Context: an optimization exercise on an open-source flow, tuned for small area. The choices shown serve that exercise and are no tape-out recipe. In this exercise RTL edits were held to simulation tests only and were not proved equivalent to the original. Power figures rest on the tool's default switching activity, not on a simulated workload.

==> flow/design.v <==
module adc_be(
 clk,
 rstx,
 cic_order,
 decim_ratio,
 clear_cic,
 coeff_1_a1,
 coeff_1_a2,
 clear_iir_stg1,
 coeff_2_a1,
 clear_iir_stg2,
 bypass_stg2,
 scale,
 clear_scale_mult,
 bypass_noise_gate,
 clear_noise_gate,
 data_in,
 data_out_valid,
 data_out
);
input         clk;
input         rstx;
input   [2:0] cic_order;
input   [2:0] decim_ratio;
input         clear_cic;
input   [9:0] coeff_1_a1;
input   [7:0] coeff_1_a2;
input         clear_iir_stg1;
input   [7:0] coeff_2_a1;
input         clear_iir_stg2;
input         bypass_stg2;
input  [21:0] scale;
input         clear_scale_mult;
input         bypass_noise_gate;
input         clear_noise_gate;
input         data_in;
output        data_out_valid;
output [15:0] data_out;
wire        cic_out_valid;
wire [29:0] cic_out;
cic_filter cic(
 .clk            (clk),
 .rstx           (rstx),
 .clear          (clear_cic),
 .order          (cic_order),
 .decim_ratio    (decim_ratio),
 .data_in        (data_in),
 .data_out_valid (cic_out_valid),
 .data_out       (cic_out)
);
wire        stg1_out_valid;
wire [33:0] stg1_out;
iir2 #(
 .CPR        ( 7),
 .CDY        ( 2),
 .BW_MUL_CNT ( 4), 
 .DPR        (27),
 .DDY        ( 4)
) iir_stg1 (
 .clk            (clk),
 .rstx           (rstx),
 .is_1st_order   (1'b0),
 .clear          (clear_iir_stg1),
 .coeff_a1       (coeff_1_a1),
 .coeff_a2       ({ {2{coeff_1_a2[7]}}, coeff_1_a2 }),
 .data_in_valid  (cic_out_valid),
 .data_in        ({ {3{cic_out[28]}}, cic_out, 6'd0 }),
 .data_out_valid (stg1_out_valid),
 .data_out       (stg1_out)
);
wire        stg2_out_valid;
wire [23:0] stg2_out;
iir2 #(
 .CPR        ( 7),
 .CDY        ( 0),
 .BW_MUL_CNT ( 4), 
 .DPR        (15),
 .DDY        ( 6)
) iir_stg2 (
 .clk            (clk),
 .rstx           (rstx),
 .is_1st_order   (1'b1),
 .clear          (clear_iir_stg2),
 .coeff_a1       (coeff_2_a1),
 .coeff_a2       (8'd0),
 .data_in_valid  (stg1_out_valid),
 .data_in        (stg1_out[33:5]),
 .data_out_valid (stg2_out_valid),
 .data_out       (stg2_out)
);
wire        prod_valid;
wire [55:0] prod;
mult #(
 .BW_CNT   ( 6),
 .BW_MCAND (34), 
 .BW_MLIER (22)
) mult_scale (
 .clk             (clk),
 .rstx            (rstx),
 .mcand_is_signed (1'b1),
 .mlier_is_signed (1'b1),
 .clear           (clear_scale_mult),
 .start           (stg2_out_valid),
 .mcand           ( bypass_stg2
                  ? stg1_out
                  : { {2{stg2_out[23]}}, stg2_out, 8'd0 } ),
 .mlier           (scale),
 .prod            (prod),
 .prod_valid      (prod_valid)
);
wire [55:0] noise_gate_out;
noise_gate #( .BW(56) ) noise_gate (
 .clk             (clk),
 .rstx            (rstx),
 .data_is_signed  (1'b1),
 .thre_up         ({  26'd1, 31'd0}),
 .thre_lo         ({-26'sd1, 31'd0}),
 .bypass          (bypass_noise_gate),
 .clear           (clear_noise_gate),
 .data_in_valid   (prod_valid),
 .data_in         (prod),
 .data_out_valid  (data_out_valid),
 .data_out        (noise_gate_out)
);
wire [23:0] prod_round;
round #(.BW_IN(56), .BW_OUT(24)) round (
 .data_is_signed (1'b1),
 .data_in        (noise_gate_out),
 .data_out       (prod_round)
);
clip #(.BW_IN(24), .BW_OUT(16)) clip (
 .data_in_is_signed  (1'b1),
 .data_out_is_signed (1'b1),
 .data_in            (prod_round),
 .data_out           (data_out)
);
endmodule
module cic_filter(
 clk,
 rstx,
 clear,
 data_in,
 decim_ratio,
 order,
 data_out,
 data_out_valid
);
localparam BW = 6'd30,
           BWBW = 'd6;
input           clk;
input           rstx;
input           clear;
input           data_in;
input     [2:0] decim_ratio;
input     [2:0] order;
output [BW-1:0] data_out;
output          data_out_valid;
reg [6:0] cnt;
wire cnt_eq_0 = (cnt == 7'd0);
always @ (posedge clk or negedge rstx)
  if (~rstx) cnt <= 7'd127;
  else if (clear)
    cnt <= {4'd0, order - 3'd1};
  else if (cnt_eq_0)
    case (decim_ratio)
    3'd0: cnt <= 7'd3;
    3'd1: cnt <= 7'd3;
    3'd2: cnt <= 7'd3;
    3'd3: cnt <= 7'd7;
    3'd4: cnt <= 7'd15;
    3'd5: cnt <= 7'd31;
    3'd6: cnt <= 7'd63;
    3'd7: cnt <= 7'd127;
    default: cnt <= 7'dx;
    endcase
  else cnt <= cnt - 7'd1;
reg [3:0] din_sel, reg_clr;
always @ (*)
  case (order)
  3'd4: begin din_sel = 4'b1000; reg_clr = 4'b0000; end
  3'd3: begin din_sel = 4'b0100; reg_clr = 4'b1000; end
  3'd2: begin din_sel = 4'b0010; reg_clr = 4'b1100; end
  3'd1: begin din_sel = 4'b0001; reg_clr = 4'b1110; end
  3'd7: begin din_sel = 4'b0000; reg_clr = 4'b1111; end  
  3'd6: begin din_sel = 4'b0000; reg_clr = 4'b1111; end  
  3'd5: begin din_sel = 4'b0000; reg_clr = 4'b1111; end  
  3'd0: begin din_sel = 4'b0000; reg_clr = 4'b1111; end  
  default: begin din_sel = 4'bxxxx; reg_clr = 4'bxxxx; end
  endcase
wire clr1 = reg_clr[0] | clear;
wire clr2 = reg_clr[1] | clear;
wire clr3 = reg_clr[2] | clear;
wire clr4 = reg_clr[3] | clear;
wire [5:0] shamt_pre = order * decim_ratio;
wire [5:0] shamt = BW - { {(BWBW-2){1'b0}}, 2'd2 } - shamt_pre;
wire [BW-1:0] din_dcd = data_in ? {{(BW-1){1'b0}}, 1'b1} : {(BW){1'b1}};
wire [BW-1:0] din_scaled = din_dcd << shamt;
wire [BW-1:0] mask = {BW{1'b1}} << shamt;
reg [BW-1:0] i1, i2, i3, i4;
always @ (posedge clk or negedge rstx)
  if (~rstx)     i4 <= {BW{1'b0}};
  else if (clr4) i4 <= {BW{1'b0}};
  else           i4 <= (i4 + (din_sel[3] ? din_scaled : {BW{1'b0}})) & mask;
always @ (posedge clk or negedge rstx)
  if (~rstx)     i3 <= {BW{1'b0}};
  else if (clr3) i3 <= {BW{1'b0}};
  else           i3 <= (i3 + (din_sel[2] ? din_scaled : i4)) & mask;
always @ (posedge clk or negedge rstx)
  if (~rstx)     i2 <= {BW{1'b0}};
  else if (clr2) i2 <= {BW{1'b0}};
  else           i2 <= (i2 + (din_sel[1] ? din_scaled : i3)) & mask;
always @ (posedge clk or negedge rstx)
  if (~rstx)     i1 <= {BW{1'b0}};
  else if (clr1) i1 <= {BW{1'b0}};
  else           i1 <= ( (cnt_eq_0   ? {BW{1'b0}} : i1)
                       + (din_sel[0] ? din_scaled : i2) )
                     & mask;
reg [BW-1:0] d1, d2, d3, d4;
wire [BW-1:0] d1_d2 = d1    - d2;
wire [BW-1:0] d2_d3 = d1_d2 - d3;
always @ (posedge clk or negedge rstx)
  if (~rstx)         d1 <= {BW{1'b0}};
  else if (clr1)     d1 <= {BW{1'b0}};
  else if (cnt_eq_0) d1 <= i1 & mask;
always @ (posedge clk or negedge rstx)
  if (~rstx)         d2 <= {BW{1'b0}};
  else if (clr2)     d2 <= {BW{1'b0}};
  else if (cnt_eq_0) d2 <= d1 & mask;
always @ (posedge clk or negedge rstx)
  if (~rstx)         d3 <= {BW{1'b0}};
  else if (clr3)     d3 <= {BW{1'b0}};
  else if (cnt_eq_0) d3 <= d1_d2 & mask;
always @ (posedge clk or negedge rstx)
  if (~rstx)         d4 <= {BW{1'b0}};
  else if (clr4)     d4 <= {BW{1'b0}};
  else if (cnt_eq_0) d4 <= d2_d3 & mask;
reg data_out_valid;
always @ (posedge clk or negedge rstx)
  if (~rstx)      data_out_valid <= 1'b0;
  else if (clear) data_out_valid <= 1'b0;
  else            data_out_valid <= cnt_eq_0;
reg [BW-1:0] data_out;
always @ (*)
  case (order)
  3'd4: data_out = d2_d3 - d4;
  3'd3: data_out = d2_d3;
  3'd2: data_out = d1_d2;
  3'd1: data_out = d1;
  3'd7: data_out = {BW{1'b0}};  
  3'd6: data_out = {BW{1'b0}};  
  3'd5: data_out = {BW{1'b0}};  
  3'd0: data_out = {BW{1'b0}};  
  default: data_out = {BW{1'bx}};
  endcase
endmodule
module iir2(
 clk,
 rstx,
 is_1st_order,
 clear,
 coeff_a1,
 coeff_a2,
 data_in_valid,
 data_in,
 data_out_valid,
 data_out
);
parameter CPR        =  'd8,
          CDY        =  'd1,
          BW_MUL_CNT =  'd4,
          DPR        = 'd25,
          DDY        =  'd4;
input                  clk;
input                  rstx;
input                  is_1st_order;
input                  clear;
input      [CDY+CPR:0] coeff_a1;
input      [CDY+CPR:0] coeff_a2;
input                  data_in_valid;
input  [DDY+DPR+CPR:0] data_in;
output                 data_out_valid;
output   [DDY+DPR+2:0] data_out;
reg data_out_valid;
always @(posedge clk or negedge rstx)
  if (~rstx)      data_out_valid <= 1'b0;
  else if (clear) data_out_valid <= 1'b0;
  else            data_out_valid <= data_in_valid;
reg [DDY+DPR:0] zinv1, zinv2;
wire [DDY+DPR+CDY+CPR+1:0] prod1, prod2;
wire prod_valid;
mult #(
 .BW_CNT   (BW_MUL_CNT),
 .BW_MCAND (DDY+DPR+1), 
 .BW_MLIER (CDY+CPR+1) )
mult_a1 (
 .clk             (clk),
 .rstx            (rstx),
 .mcand_is_signed (1'b1),
 .mlier_is_signed (1'b1),
 .clear           (clear),
 .start           (data_out_valid),
 .mcand           (zinv1),
 .mlier           (coeff_a1),
 .prod            (prod1),
 .prod_valid      ()
);
mult #(
 .BW_CNT   (BW_MUL_CNT),
 .BW_MCAND (DDY+DPR+1), 
 .BW_MLIER (CDY+CPR+1) )
mult_a2 (
 .clk             (clk),
 .rstx            (rstx),
 .mcand_is_signed (1'b1),
 .mlier_is_signed (1'b1),
 .clear           (clear),
 .start           (data_out_valid),
 .mcand           (zinv2),
 .mlier           (coeff_a2),
 .prod            (prod2),
 .prod_valid      ()
);
wire [DDY+DPR+CDY+CPR+2:0] zinv0 =
   { {(CDY+2){data_in[DDY+DPR+CPR]}}, data_in }
 + ( is_1st_order 
   ?   { prod1[DDY+DPR+CDY+CPR+1], prod1 }
   :   { prod1[DDY+DPR+CDY+CPR+1], prod1 }
     + { prod2[DDY+DPR+CDY+CPR+1], prod2 } );
wire [DDY+DPR+CDY+3:0] zinv0_round;
round #(
 .BW_IN  (DDY+DPR+CDY+CPR+3),
 .BW_OUT (DDY+DPR+CDY+4)
) round (
 .data_is_signed (1'b1),
 .data_in        (zinv0),
 .data_out       (zinv0_round)
);
wire [DDY+DPR:0] zinv0_clip;
clip #(
 .BW_IN  (DDY+DPR+CDY+4),
 .BW_OUT (DDY+DPR+1)
) clip (
 .data_in_is_signed  (1'b1),
 .data_out_is_signed (1'b1),
 .data_in            (zinv0_round),
 .data_out           (zinv0_clip)
);
always @(posedge clk or negedge rstx)
  if (~rstx) begin
    zinv2 <= {(DDY+DPR+1){1'b0}}; zinv1 <= {(DDY+DPR+1){1'b0}};
  end else if (clear) begin
    zinv2 <= {(DDY+DPR+1){1'b0}}; zinv1 <= {(DDY+DPR+1){1'b0}};
  end else if (data_in_valid) begin
    zinv2 <= zinv1; zinv1 <= zinv0_clip;
  end
reg [DDY+DPR+2:0] data_out;
always @(posedge clk or negedge rstx)
  if (~rstx)
    data_out <= {(DDY+DPR+3){1'b0}};
  else if (clear)
    data_out <= {(DDY+DPR+3){1'b0}};
  else if (data_in_valid)
    data_out <= { {2{zinv0_clip[DDY+DPR]}}, zinv0_clip }
              + ( is_1st_order
                ? { {2{zinv1[DDY+DPR]}}, zinv1 }
                :   {    zinv1[DDY+DPR]  , zinv1, 1'b0 }
                  + { {2{zinv2[DDY+DPR]}}, zinv2 } );
endmodule
module mult(
 clk,
 rstx,
 mcand_is_signed,
 mlier_is_signed,
 clear,
 start,
 mcand,
 mlier,
 prod,
 prod_valid
);
parameter BW_CNT = 3,    
          BW_MCAND = 3,
          BW_MLIER = 4;
input                          clk;
input                          rstx;
input                          mcand_is_signed;
input                          mlier_is_signed;
input                          clear;
input                          start;
input           [BW_MCAND-1:0] mcand;
input           [BW_MLIER-1:0] mlier;
output [BW_MCAND+BW_MLIER-1:0] prod;
output                         prod_valid;
reg [BW_CNT-1:0] cnt;
wire cnt_eq_0 = (cnt == {BW_CNT{1'b0}});
always @(posedge clk or negedge rstx)
  if (~rstx)         cnt <= {BW_CNT{1'b0}};
  else if (clear)    cnt <= {BW_CNT{1'b0}};
  else if (start)    cnt <= BW_MLIER;
  else if (cnt_eq_0) cnt <= {BW_CNT{1'b0}};
  else               cnt <= cnt - {{(BW_CNT-1){1'b0}}, 1'd1};
wire cnt_eq_1 = (cnt == {{(BW_CNT-1){1'b0}}, 1'd1});
reg prod_valid;
always @(posedge clk or negedge rstx)
  if (~rstx)      prod_valid <= 1'b0;
  else if (clear) prod_valid <= 1'b0;
  else            prod_valid <= cnt_eq_1;
wire last_stage_1 = cnt_eq_1 & mlier_is_signed;
reg [BW_MCAND+BW_MLIER-1:0] prod;
wire [BW_MCAND-1:0] prod1 = (prod[0] ? mcand : {BW_MCAND{1'b0}});
wire [BW_MCAND:0] sum = {   cnt_eq_1
                          ? mcand_is_signed | mlier_is_signed
                          : 1'b0
                        , prod[BW_MCAND+BW_MLIER-1:BW_MLIER] }
                      + { 1'b0
                        ,   {BW_MCAND{last_stage_1}}
                          ^ { prod1[BW_MCAND-1] ^ mcand_is_signed
                            , prod1[BW_MCAND-2:0] } }
                      + {{BW_MCAND{1'b0}}, last_stage_1};
always @(posedge clk or negedge rstx)
  if (~rstx)          prod <= {(BW_MCAND+BW_MLIER){1'b0}};
  else if (clear)     prod <= {(BW_MCAND+BW_MLIER){1'b0}};
  else if (start)     prod <= {mcand_is_signed, {(BW_MCAND-1){1'b0}}, mlier};
  else if (~cnt_eq_0) prod <= {sum, prod[BW_MLIER-1:1]};
endmodule
module noise_gate(
 clk,
 rstx,
 data_is_signed,
 thre_up,
 thre_lo,
 bypass,
 clear,
 data_in_valid,
 data_in,
 data_out_valid,
 data_out
);
parameter BW = 3;
input           clk;
input           rstx;
input           data_is_signed;
input    [BW:0] thre_up;
input    [BW:0] thre_lo;
input           bypass;
input           clear;
input           data_in_valid;
input  [BW-1:0] data_in;
output          data_out_valid;
output [BW-1:0] data_out;
reg data_out_valid;
always @(posedge clk or negedge rstx)
  if (~rstx)      data_out_valid <= 1'b0;
  else if (clear) data_out_valid <= 1'b0;
  else            data_out_valid <= data_in_valid;
wire [BW:0] data_in_offset = {data_is_signed ^ data_in[BW-1], data_in};
reg [BW-1:0] data_out;
always @(posedge clk or negedge rstx)
  if (~rstx)         data_out <= {BW{1'b0}};
  else if (clear)    data_out <= {BW{1'b0}};
  else if
   ( ( data_in_offset >= {data_is_signed ^ thre_up[BW], thre_up[BW-1:0]}
     | data_in_offset <= {data_is_signed ^ thre_lo[BW], thre_lo[BW-1:0]}
     | bypass )
   & data_in_valid ) data_out <= data_in;
endmodule
module round(
 data_is_signed,
 data_in,
 data_out
);
parameter BW_IN  = 'd5;
parameter BW_OUT = 'd3;
input               data_is_signed;
input  [BW_IN -1:0] data_in;
output [BW_OUT-1:0] data_out;
assign data_out = { data_is_signed & data_in[BW_IN-1]  
                  , data_in[BW_IN-1:BW_IN-BW_OUT+1] }
                + { {(BW_OUT-1){1'b0}}
                  , data_in[BW_IN-BW_OUT] };
endmodule
module clip(
 data_in_is_signed,
 data_out_is_signed,
 data_in,
 data_out
);
parameter BW_IN  = 'd5;
parameter BW_OUT = 'd3;
input               data_in_is_signed;
input               data_out_is_signed;
input  [BW_IN -1:0] data_in;
output [BW_OUT-1:0] data_out;
wire all1 = (data_in[BW_IN-1:BW_OUT] == {(BW_IN-BW_OUT){1'b1}});
wire all0 = (data_in[BW_IN-1:BW_OUT] == {(BW_IN-BW_OUT){1'b0}});
reg clip_up, clip_lo;
always @*
  case ({data_in_is_signed, data_out_is_signed})
  2'b00: begin
    clip_up = ~all0;
    clip_lo = 1'b0; end
  2'b01: begin
    clip_up = ~all0 | data_in[BW_OUT-1];
    clip_lo = 1'b0; end
  2'b10: begin
    clip_up = ~data_in[BW_IN-1] & ~all0;
    clip_lo =  data_in[BW_IN-1]; end
  2'b11: begin
    clip_up = ~data_in[BW_IN-1] & ( ~all0 |  data_in[BW_OUT-1] );
    clip_lo =  data_in[BW_IN-1] & ( ~all1 | ~data_in[BW_OUT-1] ); end
  endcase
assign data_out = clip_up | clip_lo
                ? {clip_up ^ data_out_is_signed, {(BW_OUT-1){clip_up}}}
                : data_in[BW_OUT-1:0];
endmodule
==> flow/run.sh <==
#!/bin/bash
# synth_recipe.tcl (not shown) runs the flow's synth.tcl, then flattens the netlist and writes it again
# the make line also repeats each setting of config.mk as NAME=value (left out here)
make -C /OpenROAD-flow-scripts/flow DESIGN_CONFIG=/design/flow/config.mk WORK_HOME=/design/flow/orfs CLKGATE_MAP_FILE= SYNTH_SCRIPT=/design/flow/synth_recipe.tcl finish
==> flow/config.mk <==
export PLATFORM = sky130hd
export DESIGN_NAME = adc_be
export DESIGN_NICKNAME = adc_be
export VERILOG_FILES = /design/flow/design.v
export SDC_FILE = /design/flow/constraint.sdc
export NUM_CORES = 4
export LEC_CHECK = 0
export CAP_MARGIN = 20
export CORE_MARGIN = 2
export CORE_UTILIZATION = 40
export SLEW_MARGIN = 20
==> flow/constraint.sdc <==
create_clock -name core_clock -period 16.0 [get_ports {clk}]
set_input_delay 3.2000 -clock core_clock [delete_from_list [all_inputs] [get_ports {clk}]]
set_output_delay 3.2000 -clock core_clock [all_outputs]
set_load 0.01 [all_outputs]
==> qor_table.md <==
| Metric | This run | Unit |
| --- | --- | --- |
| Transition at the pin with the smallest max-transition slack | 1140 | ps |
| Static Leakage | 26.7 | nW |
| Cell variety after synth | 113 | - |
| Maximum clock insertion buffer count | 3 | - |
| Remaining antenna violation count after routing | 0 | - |
| Fraction of the yosys area taken by sequential cells | 28.1 | % |
| Die Footprint | 138000 | µm² |
| Inserted Diodes | 0 | - |
| Skew-Pair Late Insertion Delay | 710 | ps |
| Arrival time of data at the critical path endpoint | 15480 | ps |
| Type of origin of the critical path | register | - |
| Highest-count cells in the layout ignoring fill and taps | sky130_fd_sc_hd__nand2_1, sky130_fd_sc_hd__a21oi_1, sky130_fd_sc_hd__dfrtp_1 | - |
| Number of H-tree branching levels | 3 | - |
| Status | timing/DRC/antenna clean | - |
| Final Total Pwr | 0.00769 | W |
| Post-route DRC | 0 | - |
| Floorplan row count | 134 | - |
| Vertical extent of the die | 372 | µm |
| Largest area contributor in the netlist | sky130_fd_sc_hd__dfrtp_1 | - |
| Clock tree from TritonCTS | yes | - |
| Area used by multi-input combinational logic | 36000 | µm² |
| Vias post-DR | 48500 | - |
| Number of nets in the layout | 7369 | - |
| Global-route wire length before repair | 264 | mm |
| Hold crit path type | register to register | - |
| Initial cell density of the core | 40.4 | % |
| Post-CTS setup buffer count | 0 | - |
| Total placed instance area | 56600 | µm² |
| Worst path max stage delay | 500 | ps |
| Resized Gates After CTS | 0 | - |
| Max-slew violation count | 0 | - |
| Final Skew | 59.4 | ps |
| Yosys synthesis warning count | 10 | - |
| Synth Flop Type | sky130_fd_sc_hd__dfrtp_1 | - |
| CP max-delay cell | sky130_fd_sc_hd__fa_1 | - |
| Post-synthesis instance area | 54000 | µm² |
| Vias in the first global route | 46200 | - |
| Fraction of layout instances using a drive strength above 1 | 5.68 | % |
| Aggregate global-route resource usage | 23.8 | % |
| Number of clock sinks | 607 | - |
| Fill cell count | 13400 | - |
| Hold Path Sink | iir_stg2.data_out[20] | - |
| Post-synthesis sequential element count | 607 | - |
| Final worst-path cycle share | 93.1 | % |
| Buffer cell driving the clock tree root | sky130_fd_sc_hd__clkbuf_16 | - |
| Pre-CTS WS | 670 | ps |
| Finished layout cell area | 59400 | µm² |
| RD Place Congestion | 0.944 | - |
| Reg-to-reg slack, setup | 1110 | ps |
| Placeable core area | 134000 | µm² |
| RR Startpoint | cic.d1[0] | - |
| Final setup violation count | 0 | - |
| Number of antenna violations at the first check in global routing | 3 | - |
| Mean number of vias per cell | 5.65 | - |
| Clock buffers created by TritonCTS | 79 | - |
| Sum of negative setup slack | 0 | ps |
| Final HPWL DP | 124 | mm |
| Gate count after technology mapping | 6785 | - |
| DRC violation total after the first TritonRoute iteration | 4152 | - |
| Die Span X | 372 | µm |
| Category of the worst setup path capture point | register | - |
| Min Clock Period, post-route | 14890 | ps |
| Buffers on Ports | 80 | - |
| Pwr per Cell Area | 130 | nW/µm² |
| Synth-to-Final Area Change | 9.88 | % |
| Maximum clock frequency | 67.2 | MHz |
| Top-level port count | 81 | - |
| DR WL/cell | 19.3 | µm |
| Maximum fanout encountered on the critical timing path | 11 | - |
| Clock-pin slew on the worst setup and hold paths | 60 | ps |
| Headroom to the max-slew limit | 22.0 | % |
| Post-cts hold buffer count | 0 | - |
| CP required | 16580 | ps |
| Nets in the synthesized netlist | 7407 | - |
| Unrepaired setup endpoints after global routing | false | - |
| Cells taking the most area after synthesis | sky130_fd_sc_hd__dfrtp_1, sky130_fd_sc_hd__ha_1, sky130_fd_sc_hd__nand2_1, sky130_fd_sc_hd__a21oi_1, sky130_fd_sc_hd__xnor2_1 | - |
| Maximum VDD drop | 91.8 | µV |
| Post-route core utilization | 44.4 | % |
| Post-synth ARST share | 100 | % |
| Final setup slack of the worst path | 1110 | ps |
| Mean area per synthesized cell | 7.96 | µm² |
| Depth of the worst hold-timing path | 1 | - |
| Type of the worst setup path | register to register | - |
| Maximum number of pins on one net before global-route repair | 183 | - |
| Number of cells traversed by the worst register-to-register path | 67 | - |
| Area share of the largest cell type after synthesis | 27.8 | % |
| Reg-to-Reg End | iir_stg1.data_out[33] | - |
| Wire length after detailed routing | 165 | mm |
| Number of failing hold endpoints at the final stage | 0 | - |
| Count of flip-flops with a built-in enable after synthesis | 0 | - |
| Origin of the worst min-delay path | iir_stg2.data_out[20] | - |
| Sequential cell area in the final layout | 15200 | µm² |
| Length of the first detailed-routing pass in iterations | 5 | - |
| Most common cell after layout, fill and taps aside | sky130_fd_sc_hd__nand2_1 | - |
| Total gr overflow | 0 | - |
| Max-cap violation count | 0 | - |
-- sequential cells by signal, indices dropped and copies added, names as in the netlist, 7 cells and up --
register / count
iir_stg1.zinv1: 32
iir_stg2.zinv1: 22
cic.i4: 30
iir_stg1.mult_a2.prod: 42
mult_scale.prod: 56
cic.d4: 30
cic.i3: 30
cic.i1: 30
cic.d2: 30
noise_gate.data_out: 24
cic.i2: 30
cic.d3: 30
iir_stg1.zinv2: 32
iir_stg2.mult_a1.prod: 30
cic.d1: 30
iir_stg1.data_out: 34
iir_stg2.data_out: 23
cic.cnt: 7
iir_stg1.mult_a1.prod: 42
-- Yosys cell counts, types with 15 or more instances --
| master | instances |
|---|---|
| sky130_fd_sc_hd__nor2_1 | 538 |
| sky130_fd_sc_hd__nand3_1 | 215 |
| sky130_fd_sc_hd__a21boi_0 | 23 |
| sky130_fd_sc_hd__and2_1 | 74 |
| sky130_fd_sc_hd__a31oi_1 | 60 |
| sky130_fd_sc_hd__o211ai_1 | 27 |
| sky130_fd_sc_hd__o21ai_1 | 38 |
| sky130_fd_sc_hd__xor2_1 | 193 |
| sky130_fd_sc_hd__mux2i_1 | 66 |
| sky130_fd_sc_hd__nor3_1 | 198 |
| sky130_fd_sc_hd__nor4b_1 | 15 |
| sky130_fd_sc_hd__a211o_1 | 16 |
| sky130_fd_sc_hd__a211oi_1 | 55 |
| sky130_fd_sc_hd__or2_2 | 24 |
| sky130_fd_sc_hd__nand4_1 | 49 |
| sky130_fd_sc_hd__o21ai_2 | 20 |
| sky130_fd_sc_hd__and3_1 | 71 |
| sky130_fd_sc_hd__xnor2_1 | 362 |
| sky130_fd_sc_hd__o21a_1 | 57 |
| sky130_fd_sc_hd__dfrtp_1 | 600 |
| sky130_fd_sc_hd__fa_1 | 82 |
| sky130_fd_sc_hd__mux2_2 | 27 |
| sky130_fd_sc_hd__o31ai_1 | 22 |
| sky130_fd_sc_hd__a21o_1 | 153 |
| sky130_fd_sc_hd__nand2_1 | 876 |
| sky130_fd_sc_hd__ha_1 | 476 |
| sky130_fd_sc_hd__nor4_1 | 40 |
| sky130_fd_sc_hd__clkbuf_1 | 222 |
| sky130_fd_sc_hd__or3_1 | 52 |
| sky130_fd_sc_hd__a21oi_1 | 636 |
| sky130_fd_sc_hd__buf_1 | 32 |
| sky130_fd_sc_hd__o21bai_1 | 57 |
| sky130_fd_sc_hd__nor2b_1 | 82 |
| sky130_fd_sc_hd__inv_1 | 501 |
| sky130_fd_sc_hd__o21ai_0 | 388 |
| sky130_fd_sc_hd__a221oi_1 | 25 |
| sky130_fd_sc_hd__a22o_1 | 64 |
| sky130_fd_sc_hd__nand2b_1 | 67 |
-- kinds of logic (layout without fill, tap and decap cells) --
| kind of cell | count (synthesis) | after routing | share of synthesized area (%) |
|---|---|---|---|
| mux | 93 | 93 | 1.79 |
| xor+xnor | 555 | 555 | 9.00 |
| fa+ha+maj | 559 | 559 | 14.1 |
| buf+inv | 782 | 809 | 5.60 |
| simple gates | 2364 | 2364 | 20.3 |
| flops | 607 | 607 | 28.1 |
| compound gates | 1825 | 1825 | 21.1 |
-- routing by layer --
layer / track usage [%] / vias up / wire length, µm / share of wire (%)
met5: 0 / - / 0 / 0
met4: 5.54 / 0 / 3500 / 2.1
met3: 3.42 / 164 / 10500 / 6.4
met2: 35.4 / 1351 / 70100 / 42
met1: 35.9 / 23400 / 81200 / 49
li1: - / 23600 / - / -
-- metrics by stage --
step                      hold slack [ps]  std cells
after floorplan                       462       6785
after global placement                482       8433
after detailed placement              482       8433
after CTS                             497       8579
after global routing                  522       8580
final                                 495       8580
-- layout make-up --
class,instances,share of cell area (%)
clock buffers,116,3.95
clock inverters,30,0.485
inverters,502,3.17
multi-input cells,5396,60.6
flip-flops and latches,607,25.6
well taps,1768,3.73
repair buffers,161,2.45
-- how the worst max path moves through the flow --
stage	end	slack [ps]	start	cells after the start
2_1_floorplan	iir_stg1.data_out[33]	2600	cic.d1[0]	68
3_3_place_gp	iir_stg1.data_out[33]	780	cic.d1[0]	67
3_5_place_dp	iir_stg1.data_out[33]	670	cic.d1[0]	67
4_1_cts	iir_stg1.data_out[33]	550	cic.d1[0]	67
5_1_grt	iir_stg1.data_out[33]	6	cic.d1[0]	68
6_report	iir_stg1.data_out[33]	1110	cic.d1[0]	67
-- where the power goes --
group,switching [W],internal (W),total (W)
Clock,0.000777,0.00104,0.00182
Combinational,0.00254,0.00143,0.00398
Sequential,0.000204,0.00169,0.00189
Total,0.00352,0.00416,0.00769
-- critical path: cells and delay by family, from the launching register on --
kind            cells  cell delay, ps
xor+xnor            5             970
buf+inv             3             320
flops               1             410
compound gates     41            8710
fa+ha+maj           8            2890
simple gates       10            1450

==> re-timing with driven ports <==
No port has a modelled driver above. Below, the same layout with a new extraction and two added sets of constraints.
Step 1: set_driving_cell puts a clkbuf_16 on clk and a buf_2 on each other input, an assumption about the parent block.
Step 2 also shifts input and output timing later by t, the mid clock arrival at the registers, as if the neighbouring blocks saw the same clock.
Slacks: no drivers / after step 1 / after step 2; pairs: no drivers / after step 1.
t, ns: 0.748
setup WS [ns]: 1.109 / 1.109 / 1.109
worst setup path at the end: register to register
clock arrival spread, ns: 0.059 / 0.059
pins driven straight from the clock port: 1
After both steps setup and hold are still met in this run. For this run, drivers alone change the setup slack by 0.000 ns; drivers and shift together by 0.000 ns.
